This design comes from an exercise in tuning for small area and a short achievable clock period on the open sky130 flow, not from production work. In this exercise RTL edits were held to simulation tests only and were not proved equivalent to the original. No activity file was given, so power comes from the tool's default toggle rates.

==> inputs of job 6046 <==
==> flow/design.v <==
module pipeline_riscv(
    input clk,
    input reset_n,
    output [31:0] imem_addr,
    input [31:0] imem_data,
    output [14:0] dmem_addr,
    input [31:0] dmem_rdata,
    output dmem_we,
    output [3:0] dmem_wstrb,
    output [31:0] dmem_wdata,
    output [31:0] write_back_value,
    output [4:0] write_back_register
);
    localparam [1:0] WB_NORMAL = 2'b00, WB_LOAD = 2'b01, WB_JAL = 2'b10, WB_HICCUP = 2'b11;
    localparam [1:0] DM_NONE = 2'b00, DM_BYTE = 2'b01, DM_HWORD = 2'b10, DM_WORD = 2'b11;
    function [32:0] add32;
        input [31:0] a;
        input [31:0] b;
        input ci;
        reg [31:0] g, p, p0;
        integer i, k;
        begin
            p0 = a ^ b;
            g = a & b;
            p = p0;
            g[0] = g[0] | (p0[0] & ci);
            for (k = 1; k < 32; k = k * 2)
                for (i = 31; i >= 0; i = i - 1)
                    if (i & k) begin
                        g[i] = g[i] | (p[i] & g[(i & ~(k - 1)) - 1]);
                        p[i] = p[i] & p[(i & ~(k - 1)) - 1];
                    end
            add32 = {g[31], p0 ^ {g[30:0], ci}};
        end
    endfunction
    reg [31:0] pc;         
    reg [31:0] f_ir;       
    reg [31:0] f_pc;       
    reg [1:0]  f_wbt;      
    reg        f_pload;    
    reg        f_phic;     
    reg [31:0] r_a;        
    reg [31:0] r_b;        
    reg [31:0] r_x;        
    reg [4:0]  r_op;       
    reg        r_sub;      
    reg        r_cb;       
    reg [1:0]  r_ws;       
    reg [1:0]  r_rs;       
    reg        r_ls;       
    reg [4:0]  r_rd;
    reg [1:0]  r_wbt;
    reg        r_jalr;     
    reg        r_ret;      
    reg [31:0] e_res;      
    reg [31:0] e_wd;       
    reg        e_mis;      
    reg        e_we;       
    reg [1:0]  e_ws;       
    reg [4:0]  e_wbr;      
    reg        e_jal;      
    reg        e_nl;       
    reg        e_l0_31, e_l0_23, e_l0_15, e_l0_7;    
    reg        e_l1_23, e_l1_7;                      
    reg        e_bs31, e_bs23, e_bs15, e_bs7;        
    reg        e_w;                                  
    reg        e_hs31, e_hs23, e_hs15, e_hs7;        
    reg [1:0]  e_rs;       
    reg        e_ls;       
    reg        fl_prev;    
    reg [31:0] rf [1:31];
    wire [32:0] sum;
    wire [31:0] cur_pc = r_jalr ? sum[31:0] : pc;
    assign imem_addr = cur_pc;
    wire [31:0] ins = {imem_data[7:0], imem_data[15:8], imem_data[23:16], imem_data[31:24]};
    wire in_load = ins[6:0] == 7'b0000011;
    wire in_jal  = ins[6:0] == 7'b1101111;
    wire in_jl   = in_jal || ins[6:0] == 7'b1100111;
    wire [31:0] in_immj = {{11{ins[31]}}, ins[31], ins[19:12], ins[20], ins[30:21], 1'b0};
    wire f_isjalr = f_ir[6:0] == 7'b1100111;
    wire need_hiccup = (!f_phic && ((f_pload && (f_ir[11:7] == ins[19:15] || f_ir[11:7] == ins[24:20])) || f_isjalr)) || r_ret;
    wire phic_n = f_phic ? 1'b0 : need_hiccup;
    wire [32:0] ppc_s = add32(cur_pc, in_jal ? in_immj : 32'd4, 1'b0);
    wire [31:0] ppc = ppc_s[31:0];
    always @(posedge clk or negedge reset_n) begin
        if (!reset_n) begin
            f_wbt <= WB_HICCUP;
            f_pload <= 1'b0;
            f_phic <= 1'b0;
        end else begin
            f_wbt <= need_hiccup ? WB_HICCUP : (in_jl ? WB_JAL : in_load ? WB_LOAD : WB_NORMAL);
            f_pload <= in_load;
            f_phic <= phic_n;
        end
    end
    always @(posedge clk) begin
        f_ir <= ins;
        f_pc <= cur_pc;
    end
    wire [6:0] op = f_ir[6:0];
    wire [2:0] f3 = f_ir[14:12];
    wire [6:0] f7 = f_ir[31:25];
    wire d_lui = op == 7'b0110111, d_auipc = op == 7'b0010111, d_jal = op == 7'b1101111, d_jalr = op == 7'b1100111;
    wire d_br = op == 7'b1100011, d_load = op == 7'b0000011, d_store = op == 7'b0100011;
    wire d_f1 = op == 7'b0010011, d_f2 = op == 7'b0110011;
    wire ft_u = d_lui | d_auipc;
    wire ft_i = d_jalr | d_load | d_f1;
    wire has_rd = ft_u | ft_i | d_jal | d_f2;
    wire [4:0] d_rd = has_rd ? f_ir[11:7] : 5'd0;
    wire [31:0] d_imm = d_store ? {{20{f_ir[31]}}, f7, f_ir[11:7]} :
                        d_br ? {{20{f_ir[31]}}, f_ir[7], f_ir[30:25], f_ir[11:8], 1'b0} :
                        ft_u ? {f_ir[31:12], 12'h000} :
                        d_jal ? {{11{f_ir[31]}}, f_ir[31], f_ir[19:12], f_ir[20], f_ir[30:21], 1'b0} :
                        {{20{f_ir[31]}}, f_ir[31:20]};
    wire d_pfa = d_auipc | d_jal;
    wire d_ifb = !(d_f2 | d_br);
    reg [4:0] d_op;
    always @(*) begin
        d_op = 5'b00000;
        if (d_lui) d_op = 5'b00111;
        else if (d_br) begin
            case (f3)
                3'b000: d_op = 5'b01000;
                3'b001: d_op = 5'b01001;
                3'b100: d_op = 5'b01010;
                3'b101: d_op = 5'b01011;
                3'b110: d_op = 5'b01100;
                3'b111: d_op = 5'b01101;
                default: d_op = 5'b00000;
            endcase
        end else if (d_f1 || d_f2) begin
            case (f3)
                3'b000: d_op = (d_f2 && f7 == 7'b0100000) ? 5'b00001 : 5'b00000;
                3'b001: d_op = (f7 == 7'b0000000) ? 5'b10001 : 5'b00000;
                3'b010: d_op = (d_f1 || f7 == 7'b0000000) ? 5'b01010 : 5'b00000;
                3'b011: d_op = (d_f1 || f7 == 7'b0000000) ? 5'b01100 : 5'b00000;
                3'b100: d_op = (d_f1 || f7 == 7'b0000000) ? 5'b00101 : 5'b00000;
                3'b101: d_op = (f7 == 7'b0000000) ? 5'b10011 : (f7 == 7'b0100000) ? 5'b10010 : 5'b00000;
                3'b110: d_op = (d_f1 || f7 == 7'b0000000) ? 5'b00100 : 5'b00000;
                default: d_op = (d_f1 || f7 == 7'b0000000) ? 5'b00110 : 5'b00000;
            endcase
        end
    end
    wire [1:0] d_ws = (d_store && f3 == 3'b000) ? DM_BYTE :
                      (d_store && f3 == 3'b001) ? DM_HWORD :
                      (d_store && f3 == 3'b010) ? DM_WORD : DM_NONE;
    wire d_ldok = d_load && f3[1:0] != 2'b11;
    wire [1:0] d_rs = d_ldok ? (f3[1:0] == 2'b00 ? DM_BYTE : f3[1:0] == 2'b01 ? DM_HWORD : DM_WORD) : DM_NONE;
    wire d_ls = d_ldok && !f3[2];
    wire [31:0] alu_out;
    wire [31:0] wbv;
    wire [4:0] ra = f_ir[19:15];
    wire [4:0] rb = f_ir[24:20];
    reg [31:0] rf_a, rf_b;
    integer i;
    always @(*) begin
        rf_a = 32'd0;
        rf_b = 32'd0;
        for (i = 1; i < 32; i = i + 1) begin
            rf_a = rf_a | ({32{ra == i}} & rf[i]);
            rf_b = rf_b | ({32{rb == i}} & rf[i]);
        end
    end
    wire r_fwd = r_wbt == WB_NORMAL && r_rd != 5'd0;
    wire e_fwd = !e_jal && e_wbr != 5'd0;
    wire [31:0] fwd_a = (r_fwd && r_rd == ra) ? alu_out : (e_fwd && e_wbr == ra) ? wbv : rf_a;
    wire [31:0] fwd_b = (r_fwd && r_rd == rb) ? alu_out : (e_fwd && e_wbr == rb) ? wbv : rf_b;
    wire fl = r_jalr ? 1'b0 : e_mis ? 1'b1 : !f_phic ? 1'b0 : fl_prev;
    wire jalr_n = d_jalr && f_wbt != WB_HICCUP;
    wire [32:0] x_s = add32(f_pc, d_br ? d_imm : 32'd4, 1'b0);
    wire [31:0] x_n = d_store ? fwd_b : x_s[31:0];
    always @(posedge clk) begin
        r_a <= d_pfa ? f_pc : fwd_a;
        r_b <= d_ifb ? d_imm : fwd_b;
        r_x <= x_n;
        r_op <= d_op;
        r_sub <= d_op != 5'b00000;
        r_cb <= d_br;
        r_ws <= d_ws;
        r_rs <= d_rs;
        r_ls <= d_ls;
        r_rd <= d_rd;
        r_wbt <= fl ? WB_HICCUP : f_wbt;
        r_jalr <= jalr_n;
        fl_prev <= fl;
    end
    always @(posedge clk or negedge reset_n) begin
        if (!reset_n) r_ret <= 1'b0;
        else if (d_jalr) r_ret <= f_wbt != WB_HICCUP && f_ir[11:7] == 5'd0;
    end
    assign sum = add32(r_a, r_b ^ {32{r_sub}}, r_sub);
    wire eq = r_a == r_b;
    wire lt = (r_a[31] ^ r_b[31]) ? r_a[31] : sum[31];
    wire geu = sum[32];
    wire cmp = (r_op[2:1] == 2'b00 ? eq : r_op[2:1] == 2'b01 ? lt : geu) ^ r_op[0];
    wire shl = r_op[1] == 1'b0;
    reg [31:0] sh_in, sh_rev;
    integer k;
    always @(*) for (k = 0; k < 32; k = k + 1) sh_in[k] = shl ? r_a[31 - k] : r_a[k];
    wire [31:0] sh_o = sh_in >> r_b[4:0];
    always @(*) for (k = 0; k < 32; k = k + 1) sh_rev[k] = shl ? sh_o[31 - k] : sh_o[k];
    reg [31:0] alu_r;
    always @(*) begin
        case (r_op[4:3])
            2'b10, 2'b11: alu_r = sh_rev;
            2'b01: alu_r = {31'd0, cmp};
            default:
                case (r_op[2:0])
                    3'b100: alu_r = r_a | r_b;
                    3'b101: alu_r = r_a ^ r_b;
                    3'b110: alu_r = r_a & r_b;
                    3'b111: alu_r = r_b;
                    default: alu_r = sum[31:0];
                endcase
        endcase
    end
    assign alu_out = alu_r;
    wire mis_n = r_wbt != WB_HICCUP && r_cb && alu_out[0];
    wire [31:0] st_fmt = r_ws == DM_BYTE ? {4{r_x[7:0]}} :
                         r_ws == DM_HWORD ? {2{r_x[7:0], r_x[15:8]}} :
                         {r_x[7:0], r_x[15:8], r_x[23:16], r_x[31:24]};
    wire [1:0] off = alu_out[1:0];
    wire lw = r_rs == DM_WORD;
    wire lh0 = r_rs == DM_HWORD && !off[1];
    wire lh1 = r_rs == DM_HWORD && off[1];
    wire lb0 = r_rs == DM_BYTE && off == 2'd0;
    wire lb1 = r_rs == DM_BYTE && off == 2'd1;
    wire lb2 = r_rs == DM_BYTE && off == 2'd2;
    wire lb3 = r_rs == DM_BYTE && off == 2'd3;
    always @(posedge clk) begin
        e_res <= (r_wbt == WB_JAL || r_cb) ? r_x : alu_out;
        e_wd <= st_fmt;
        e_mis <= mis_n;
        e_we <= !fl && r_wbt != WB_HICCUP && r_ws != DM_NONE && alu_out[31:20] == 12'h001;
        e_ws <= r_ws;
        e_wbr <= (fl || r_wbt == WB_HICCUP) ? 5'd0 : r_rd;
        e_jal <= r_wbt == WB_JAL;
        e_nl <= r_wbt != WB_LOAD;
        e_l0_31 <= lw | lh0 | lb0;
        e_l0_23 <= lb1;
        e_l0_15 <= lh1 | lb2;
        e_l0_7 <= lb3;
        e_l1_23 <= lw | lh0;
        e_l1_7 <= lh1;
        e_bs31 <= r_ls & lb0;
        e_bs23 <= r_ls & lb1;
        e_bs15 <= r_ls & lb2;
        e_bs7 <= r_ls & lb3;
        e_w <= lw;
        e_hs31 <= r_ls & lb0;
        e_hs23 <= r_ls & (lb1 | lh0);
        e_hs15 <= r_ls & lb2;
        e_hs7 <= r_ls & (lb3 | lh1);
        e_rs <= r_rs;
        e_ls <= r_ls;
    end
    wire [31:0] pc_n = mis_n ? r_x : phic_n ? cur_pc : ppc;
    always @(posedge clk or negedge reset_n) begin
        if (!reset_n) pc <= 32'd0;
        else pc <= pc_n;
    end
    assign dmem_addr = e_res[16:2];
    assign dmem_we = e_we;
    assign dmem_wdata = e_wd;
    assign dmem_wstrb = e_ws == DM_BYTE ? (4'b1000 >> e_res[1:0]) :
                        e_ws == DM_HWORD ? (e_res[1] ? 4'b0011 : 4'b1100) :
                        e_ws == DM_WORD ? 4'b1111 : 4'b0000;
    wire [31:0] d = dmem_rdata;
    wire bsign = e_bs31 & d[31] | e_bs23 & d[23] | e_bs15 & d[15] | e_bs7 & d[7];
    wire hsign = e_hs31 & d[31] | e_hs23 & d[23] | e_hs15 & d[15] | e_hs7 & d[7];
    wire [7:0] lane0 = {8{e_l0_31}} & d[31:24] | {8{e_l0_23}} & d[23:16] | {8{e_l0_15}} & d[15:8] | {8{e_l0_7}} & d[7:0];
    wire [7:0] lane1 = {8{e_l1_23}} & d[23:16] | {8{e_l1_7}} & d[7:0] | {8{bsign}};
    wire [15:0] lane23 = {16{e_w}} & {d[7:0], d[15:8]} | {16{hsign}};
    reg [31:0] ldata;
    reg [7:0] lb;
    always @(*) begin
        case (e_res[1:0])
            2'b00: lb = d[31:24];
            2'b01: lb = d[23:16];
            2'b10: lb = d[15:8];
            default: lb = d[7:0];
        endcase
        case (e_rs)
            DM_BYTE: ldata = {{24{e_ls & lb[7]}}, lb};
            DM_HWORD: ldata = e_res[1] ? {{16{e_ls & d[7]}}, d[7:0], d[15:8]} : {{16{e_ls & d[23]}}, d[23:16], d[31:24]};
            DM_WORD: ldata = {d[7:0], d[15:8], d[23:16], d[31:24]};
            default: ldata = 32'd0;
        endcase
    end
    assign wbv = e_nl ? e_res : ldata;
    assign write_back_value = {lane23, lane1, lane0} | ({32{e_nl}} & e_res);
    assign write_back_register = e_wbr;
    always @(posedge clk)
        if (e_wbr != 5'd0) rf[e_wbr] <= wbv;
endmodule
==> flow/flow/run.sh <==
#!/bin/bash
set -euo pipefail
bash standard.sh CORE_UTILIZATION=55 CTS_BUF_LIST=sky130_fd_sc_hd__clkbuf_8 SLEW_MARGIN=10 CAP_MARGIN=10 SETUP_SLACK_MARGIN=8.5 "BUFFER_PORTS_ARGS=-buffer_cell sky130_fd_sc_hd__buf_2" finish > standard_flow.log 2>&1
==> flow/standard.sh <==
#!/bin/bash
# synth_recipe.tcl (not shown) runs the flow's synth.tcl, then flattens the netlist and writes it again
# the make line also repeats each setting of config.mk as NAME=value (left out here)
make -C /OpenROAD-flow-scripts/flow DESIGN_CONFIG=/design/flow/config.mk WORK_HOME=/design/flow/orfs CLKGATE_MAP_FILE= SYNTH_SCRIPT=/design/flow/synth_recipe.tcl "${@:-finish}"
==> flow/config.mk <==
export PLATFORM = sky130hd
export DESIGN_NAME = pipeline_riscv
export DESIGN_NICKNAME = pipeline_riscv
export VERILOG_FILES = /design/flow/design.v
export SDC_FILE = /design/flow/constraint.sdc
export NUM_CORES = 4
export LEC_CHECK = 0
export CAP_MARGIN = 20
export CORE_MARGIN = 2
export CORE_UTILIZATION = 40
export SLEW_MARGIN = 20
==> flow/constraint.sdc <==
create_clock -name core_clock -period 16.0 [get_ports {clk}]
set_input_delay 3.2000 -clock core_clock [delete_from_list [all_inputs] [get_ports {clk}]]
set_output_delay 3.2000 -clock core_clock [all_outputs]
set_load 0.01 [all_outputs]
==> job 9334 (differences from job 6046) <==
--- a/flow/design.v
+++ b/flow/design.v
@@ -1 +1,15 @@
+module wb_ao6(
+    input [5:0] s,
+    input [5:0] v,
+    output y
+);
+    assign y = |(s & v);
+endmodule
+module wb_ao7(
+    input [6:0] s,
+    input [6:0] v,
+    output y
+);
+    assign y = |(s & v);
+endmodule
 module pipeline_riscv(
@@ -143,2 +157,3 @@
     end
+    wire d_sub = d_op == 5'b00001 || d_op[4:3] == 2'b01;
     wire [1:0] d_ws = (d_store && f3 == 3'b000) ? DM_BYTE :
@@ -173,6 +188,6 @@
         r_a <= d_pfa ? f_pc : fwd_a;
-        r_b <= d_ifb ? d_imm : fwd_b;
+        r_b <= (d_ifb ? d_imm : fwd_b) ^ {32{d_sub}};
         r_x <= x_n;
         r_op <= d_op;
-        r_sub <= d_op != 5'b00000;
+        r_sub <= d_sub;
         r_cb <= d_br;
@@ -190,5 +205,5 @@
     end
-    assign sum = add32(r_a, r_b ^ {32{r_sub}}, r_sub);
-    wire eq = r_a == r_b;
-    wire lt = (r_a[31] ^ r_b[31]) ? r_a[31] : sum[31];
+    assign sum = add32(r_a, r_b, r_sub);
+    wire eq = sum[31:0] == 32'd0;
+    wire lt = (r_a[31] ^ ~r_b[31]) ? r_a[31] : sum[31];
     wire geu = sum[32];
@@ -268,7 +283,3 @@
     wire [31:0] d = dmem_rdata;
-    wire bsign = e_bs31 & d[31] | e_bs23 & d[23] | e_bs15 & d[15] | e_bs7 & d[7];
-    wire hsign = e_hs31 & d[31] | e_hs23 & d[23] | e_hs15 & d[15] | e_hs7 & d[7];
     wire [7:0] lane0 = {8{e_l0_31}} & d[31:24] | {8{e_l0_23}} & d[23:16] | {8{e_l0_15}} & d[15:8] | {8{e_l0_7}} & d[7:0];
-    wire [7:0] lane1 = {8{e_l1_23}} & d[23:16] | {8{e_l1_7}} & d[7:0] | {8{bsign}};
-    wire [15:0] lane23 = {16{e_w}} & {d[7:0], d[15:8]} | {16{hsign}};
     reg [31:0] ldata;
@@ -290,3 +301,19 @@
     assign wbv = e_nl ? e_res : ldata;
-    assign write_back_value = {lane23, lane1, lane0} | ({32{e_nl}} & e_res);
+    wire [31:0] wd_sw = {d[7:0], d[15:8], d[23:16], d[31:24]};
+    wire [31:0] wbo;
+    assign wbo[7:0] = lane0 | ({8{e_nl}} & e_res[7:0]);
+    genvar gk;
+    generate
+        for (gk = 8; gk < 16; gk = gk + 1) begin : wbl1
+            wb_ao7 u(.s({e_l1_23, e_l1_7, e_nl, e_bs31, e_bs23, e_bs15, e_bs7}),
+                     .v({d[gk + 8], d[gk - 8], e_res[gk], d[31], d[23], d[15], d[7]}),
+                     .y(wbo[gk]));
+        end
+        for (gk = 16; gk < 32; gk = gk + 1) begin : wbl2
+            wb_ao6 u(.s({e_w, e_nl, e_hs31, e_hs23, e_hs15, e_hs7}),
+                     .v({wd_sw[gk], e_res[gk], d[31], d[23], d[15], d[7]}),
+                     .y(wbo[gk]));
+        end
+    endgenerate
+    assign write_back_value = wbo;
     assign write_back_register = e_wbr;
==> flow/flow/run.sh (replaced) <==
#!/bin/bash
set -euo pipefail
bash standard.sh SYNTH_HIERARCHICAL=1 SYNTH_MINIMUM_KEEP_SIZE=0 CORE_UTILIZATION=55 CTS_BUF_LIST=sky130_fd_sc_hd__clkbuf_8 SETUP_SLACK_MARGIN=9.5 "BUFFER_PORTS_ARGS=-buffer_cell sky130_fd_sc_hd__buf_2" finish > standard_flow.log 2>&1
- CORE_UTILIZATION: 40 -> 55
- SYNTH_HIERARCHICAL: not set -> 1
- SYNTH_MINIMUM_KEEP_SIZE: not set -> 0
==> comparison <==
In job 6046 the fmax is lower than in job 9334, by 2.5%. Non-clock buffer count: job 9334 is higher than job 6046 (57). Between job 9334 and job 6046, the lower sequential share of layout area is in job 9334 (gap 0.84 points). Sequential power is about the same in job 6046 and job 9334. Of job 9334 and job 6046, job 9334 has the higher critical path depth (gap 10). Job 9334 finished but fails on max-capacitance violations, max-slew violations. Job 6046 passed the timing, DRC and antenna checks. Via count: job 6046 is lower than job 9334 (2.9%). Core utilization: job 6046 is lower than job 9334 (1.2 points). Of job 9334 and job 6046, job 9334 has the higher combinational power (gap about 6%, measured against job 6046).
==> figures <==
Final period demand of the worst path: job 6046 7.71 ns; job 9334 7.51 ns
Weighted congestion reported at the end of routability-driven placement: job 6046 1.06; job 9334 1.06
Origin of the worst setup path: job 6046 dmem_rdata[15]; job 9334 r_b[3]$_DFF_P_
Maximum Capacitance Violations: job 6046 0; job 9334 1
Reg2Reg Launch Point: job 6046 r_sub$_DFF_P_; job 9334 r_op[1]$_DFF_P_
Vias: job 6046 56700; job 9334 58300
Fin nets: job 6046 5648; job 9334 5748
Adder-Cell Fraction of Synth Area: job 6046 3.51%; job 9334 2.98%
Horiz. Die Dim: job 6046 342 µm; job 9334 342 µm
Post-Synthesis Cells: job 6046 5167; job 9334 5237
Worst stage delay on the critical path: job 6046 0.47 ns; job 9334 0.65 ns
Diodes inserted: job 6046 17; job 9334 27
Total power draw: job 6046 10.1 mW; job 9334 10.2 mW
GRT Total Usage: job 6046 52.1%; job 9334 53.6%
Power Clock: job 6046 2.96 mW; job 9334 2.92 mW
Compound-Gate Fraction of Synth Area: job 6046 19.4%; job 9334 20.3%
Outcome: job 6046 timing/DRC/antenna clean; job 9334 complete, but fails checks
Layout check failures: job 6046 -; job 9334 max-capacitance violations, max-slew violations
Share of the cycle needed by the critical path after routing: job 6046 48.2%; job 9334 46.9%

==> afterwards: timing with drivers on the ports <==
In the flow no input, the clock included, has a driving cell. The finished layouts below were timed again as built, in two steps.
Step 1 assumes that a clkbuf_16 drives the clock port and a buf_2 every other input.
Step 2 times the ports against the registers' clock, not the clock port: input delays grow and output delays shrink by t, the midpoint of the rising clock arrivals with the driver on.
Slacks: no drivers / after step 1 / after step 2; pairs: no drivers / after step 1.
run | t, ns | slack for setup (ns) | latest minus earliest clock arrival (ns)
job 6046 | 1.050 | 8.295 / 8.233 / 8.233 | 0.061 / 0.061
job 9334 | 1.044 | 8.489 / 8.412 / 8.533 | 0.079 / 0.079
The setup slack of job 6046, which loses most, moves by -0.062 ns with the drivers and by -0.062 ns with both steps.
